Source: an optimization exercise on an open RTL-to-GDS flow (aim: small area). Production flows keep margins and buffers that such runs may drop.
Function was checked by simulation only, so behaviour that the tests miss may differ from the original.
No driver is modelled on the clock port, so clocking that relies on it looks cheaper here than on a real chip.
Power and IR drop assume default switching activity.

==> trial 31 <==
Design c6288_top, start of the top module:
module c6288_top (clk,
    in256, in239, in222, in205, in188, in171, in154, in137, in120, in103, in86, in69, in52, in35, in18, in1, in528, in511, in494, in477, in460, in443, in426, in409, in392, in375, in358, in341, in324, in307, in290, in273,
    out6287, out6288, out6280, out6270, out6260, out6250, out6240, out6230, out6220, out6210, out6200, out6190, out6180, out6170, out6160, out6150, out6123, out5971, out5672, out5308, out4946, out4591, out4241, out3895, out3552, out3211, out2877, out2548, out2223, out1901, out1581, out545);
export LEC_CHECK = 0
export CAP_MARGIN = 20
export CORE_MARGIN = 2
export CORE_UTILIZATION = 40
export GPL_TIMING_DRIVEN = 0
export SLEW_MARGIN = 20
export SYNTH_HIERARCHICAL = 1
export SYNTH_MINIMUM_KEEP_SIZE = 0
create_clock -name core_clock -period 10.0 [get_ports {clk}]
standard.sh (not shown) runs the stock make flow with config.mk's settings and CLKGATE_MAP_FILE= SYNTH_SCRIPT=/design/flow/synth_recipe.tcl, a recipe that flattens the netlist after the stock synthesis.
==> flow/flow/run.sh <==
#!/bin/bash
set -euo pipefail
bash standard.sh \
  "BUFFER_PORTS_ARGS=-inputs -buffer_cell sky130_fd_sc_hd__buf_1" \
  "PRE_GLOBAL_PLACE_TCL=$PWD/flow/outbuf.tcl" \
  "PRE_CTS_TCL=$PWD/flow/clkbuf.tcl" \
  "CTS_ARGS=-clk_nets clk -dont_use_dummy_load" \
  finish > standard_flow.log 2>&1
Other scripts of this flow, unchanged in this note and not shown: flow/flow/clkbuf.tcl, flow/flow/outbuf.tcl
==> trial 91 (differences from trial 31) <==
==> flow/flow/run.sh (replaced) <==
#!/bin/bash
set -euo pipefail
bash standard.sh \
  "BUFFER_PORTS_ARGS=-inputs -buffer_cell sky130_fd_sc_hd__buf_1" \
  "PRE_GLOBAL_PLACE_TCL=$PWD/flow/outbuf.tcl" \
  "POST_FLOORPLAN_TCL=$PWD/flow/downsize.tcl" \
  "PRE_CTS_TCL=$PWD/flow/clkbuf.tcl" \
  "CTS_ARGS=-clk_nets clk -dont_use_dummy_load" \
  finish > standard_flow.log 2>&1
==> flow/flow/downsize.tcl (new file) <==
# Area recovery after synthesis: ABC sizes some logic gates up for a load it
# assumes; set every such gate back to its smallest (_1) size with the same
# function.  The later timing repairs size gates up again where a path needs it.
set n 0
foreach inst [[ord::get_db_block] getInsts] {
  set m [[$inst getMaster] getName]
  if { [regexp {^(sky130_fd_sc_hd__(a21oi|a21o|and2|or2|o21ai|nand2|nor2|xnor2|xor2|inv|ha|fa))_[248]$} $m -> base] } {
    replace_cell [$inst getName] ${base}_1
    incr n
  }
}
puts "downsized $n gates"
SETUP_SLACK_MARGIN = -0.4   (was not set)
==> flow_summary.json <==
{
  "cellPowerDensity_nw_per_um2": 308,
  "status": "no timing/DRC/antenna violations",
  "dpl_cell_area_um2": 7070,
  "antenna_found_initial": 1,
  "ir_drop_v": 0.000221,
  "critPathRequiredTime_ps": 10060,
  "power_clock_w": 0.0000549,
  "hold_ws_ps": 2390,
  "fin_crit_sh_pct": 94.5
}
-- figures above: trial 31

==> flow_summary.json <==
{
  "dpl_cell_area_um2": 7020,
  "cellPowerDensity_nw_per_um2": 295,
  "status": "no timing/DRC/antenna violations",
  "hold_ws_ps": 2450,
  "fin_crit_sh_pct": 95.2,
  "ir_drop_v": 0.000292
}
-- figures above: trial 91


---

==> 11-18 <==
Another version of the RTL of c6288_top (not shown whole).
Design c6288_top, start of the top module:
module c6288_top (clk,
    in256, in239, in222, in205, in188, in171, in154, in137, in120, in103, in86, in69, in52, in35, in18, in1, in528, in511, in494, in477, in460, in443, in426, in409, in392, in375, in358, in341, in324, in307, in290, in273,
    out6287, out6288, out6280, out6270, out6260, out6250, out6240, out6230, out6220, out6210, out6200, out6190, out6180, out6170, out6160, out6150, out6123, out5971, out5672, out5308, out4946, out4591, out4241, out3895, out3552, out3211, out2877, out2548, out2223, out1901, out1581, out545);
clock: 10.0 ns
lec_check: 0
cap_margin: 20
core_margin: 2
core_utilization: 40
cts_buf_list: sky130_fd_sc_hd__clkbuf_8
cts_cluster_diameter: 200
cts_cluster_size: 40
slew_margin: 20
synth_hierarchical: 1
synth_minimum_keep_size: 0
==> flow/flow/run.sh <==
#!/bin/bash
set -euo pipefail
BUF=${PORT_BUF:-sky130_fd_sc_hd__buf_2}
bash standard.sh "BUFFER_PORTS_ARGS=-buffer_cell $BUF" finish > standard_flow.log 2>&1
==> 12-01: changes against 11-18 <==
==> flow/flow/run.sh (replaced) <==
#!/bin/bash
set -euo pipefail
bash standard.sh \
  "BUFFER_PORTS_ARGS=-inputs -buffer_cell sky130_fd_sc_hd__buf_2" \
  "PRE_GLOBAL_PLACE_TCL=$PWD/flow/outbuf.tcl" \
  "CTS_ARGS=-sink_clustering_enable -repair_clock_nets -buf_list sky130_fd_sc_hd__clkbuf_8 -root_buf sky130_fd_sc_hd__clkbuf_8 -sink_clustering_size 32 -sink_clustering_max_diameter 400 -dont_use_dummy_load" \
  finish > standard_flow.log 2>&1
==> flow/flow/outbuf.tcl (new file) <==
# Buffer every output port with the smallest buffer and keep those buffers
# (global_place.tcl's remove_buffers would otherwise take them out again).
# The inputs are buffered by the standard buffer_ports call after this hook.
buffer_ports -outputs -buffer_cell sky130_fd_sc_hd__buf_1
set n 0
foreach port [get_ports out*] {
  set net [get_nets [get_full_name $port]]
  foreach pin [get_pins -of_objects $net -filter "direction == output"] {
    set_dont_touch [get_cells -of_objects $pin]
    incr n
  }
}
puts "dont_touch set on $n output buffers"
if { $n != 32 } { error "expected 32 output buffers, found $n" }
==> 05-08: changes against 11-18 <==
==> flow/flow/run.sh (replaced) <==
#!/bin/bash
set -euo pipefail
bash standard.sh \
  "BUFFER_PORTS_ARGS=-inputs -buffer_cell sky130_fd_sc_hd__buf_2" \
  "PRE_GLOBAL_PLACE_TCL=$PWD/flow/outbuf.tcl" \
  finish > standard_flow.log 2>&1
==> flow/flow/outbuf.tcl (new file) <==
# Buffer every output port with the smallest buffer and keep those buffers
# (global_place.tcl's remove_buffers would otherwise take them out again).
# The inputs are buffered by the standard buffer_ports call after this hook.
buffer_ports -outputs -buffer_cell sky130_fd_sc_hd__buf_1
foreach port [get_ports out*] {
  foreach pin [get_pins -of_objects [get_nets -of_objects $port] -filter "direction == output"] {
    set_dont_touch [get_cells -of_objects $pin]
  }
}
==> summary of the runs <==
In synthesized area, 12-01 and 05-08 do not differ. Of 11-18 and 12-01, 12-01 has the higher setup slack (gap 1.3 ps). In combinational power, 11-18 and 12-01 hardly differ. Between 11-18 and 12-01, the lower non-clock buffer count is in 12-01 (gap 2). 05-08 did not get past global placement. 11-18 ran to the end with no violations. 12-01 completed without violations.

[static timing again, ports no longer ideal]
The results above use ideal ports. As a check the final layouts listed here were re-extracted and re-timed, cells and wires unchanged.
Step 1 (the two cells are an assumption about what drives the block):
set clk [get_ports {clk}]
set_driving_cell -lib_cell sky130_fd_sc_hd__clkbuf_16 $clk
set_driving_cell -lib_cell sky130_fd_sc_hd__buf_2 [delete_from_list [all_inputs] $clk]
Step 2 adds t to the input delays and takes it off the output delays; t is the mean of the earliest and latest rising clock arrival at the registers after step 1. Input paths then give back, and output paths get back, about the clock's delay inside the block.
a / b / c = ideal ports / drivers / drivers and shift; a / b = the first two.
run | t (ns) | setup WS [ns] | worst setup path after step 2 | pins driven straight from the clock port
trial 31 | 0.234 | 0.549 / 0.595 / 0.361 | input to register | 4
trial 91 | 0.231 | 0.475 / 0.514 / 0.282 | input to register | 4
11-18 | 0.344 | 0.715 / 0.727 / 0.383 | input to register | 1
12-01 | 0.341 | 0.717 / 0.731 / 0.390 | input to register | 1
After both steps every run listed still meets setup and hold. The setup slack of 11-18, which loses most, moves by +0.012 ns with the drivers and by -0.332 ns with both steps.
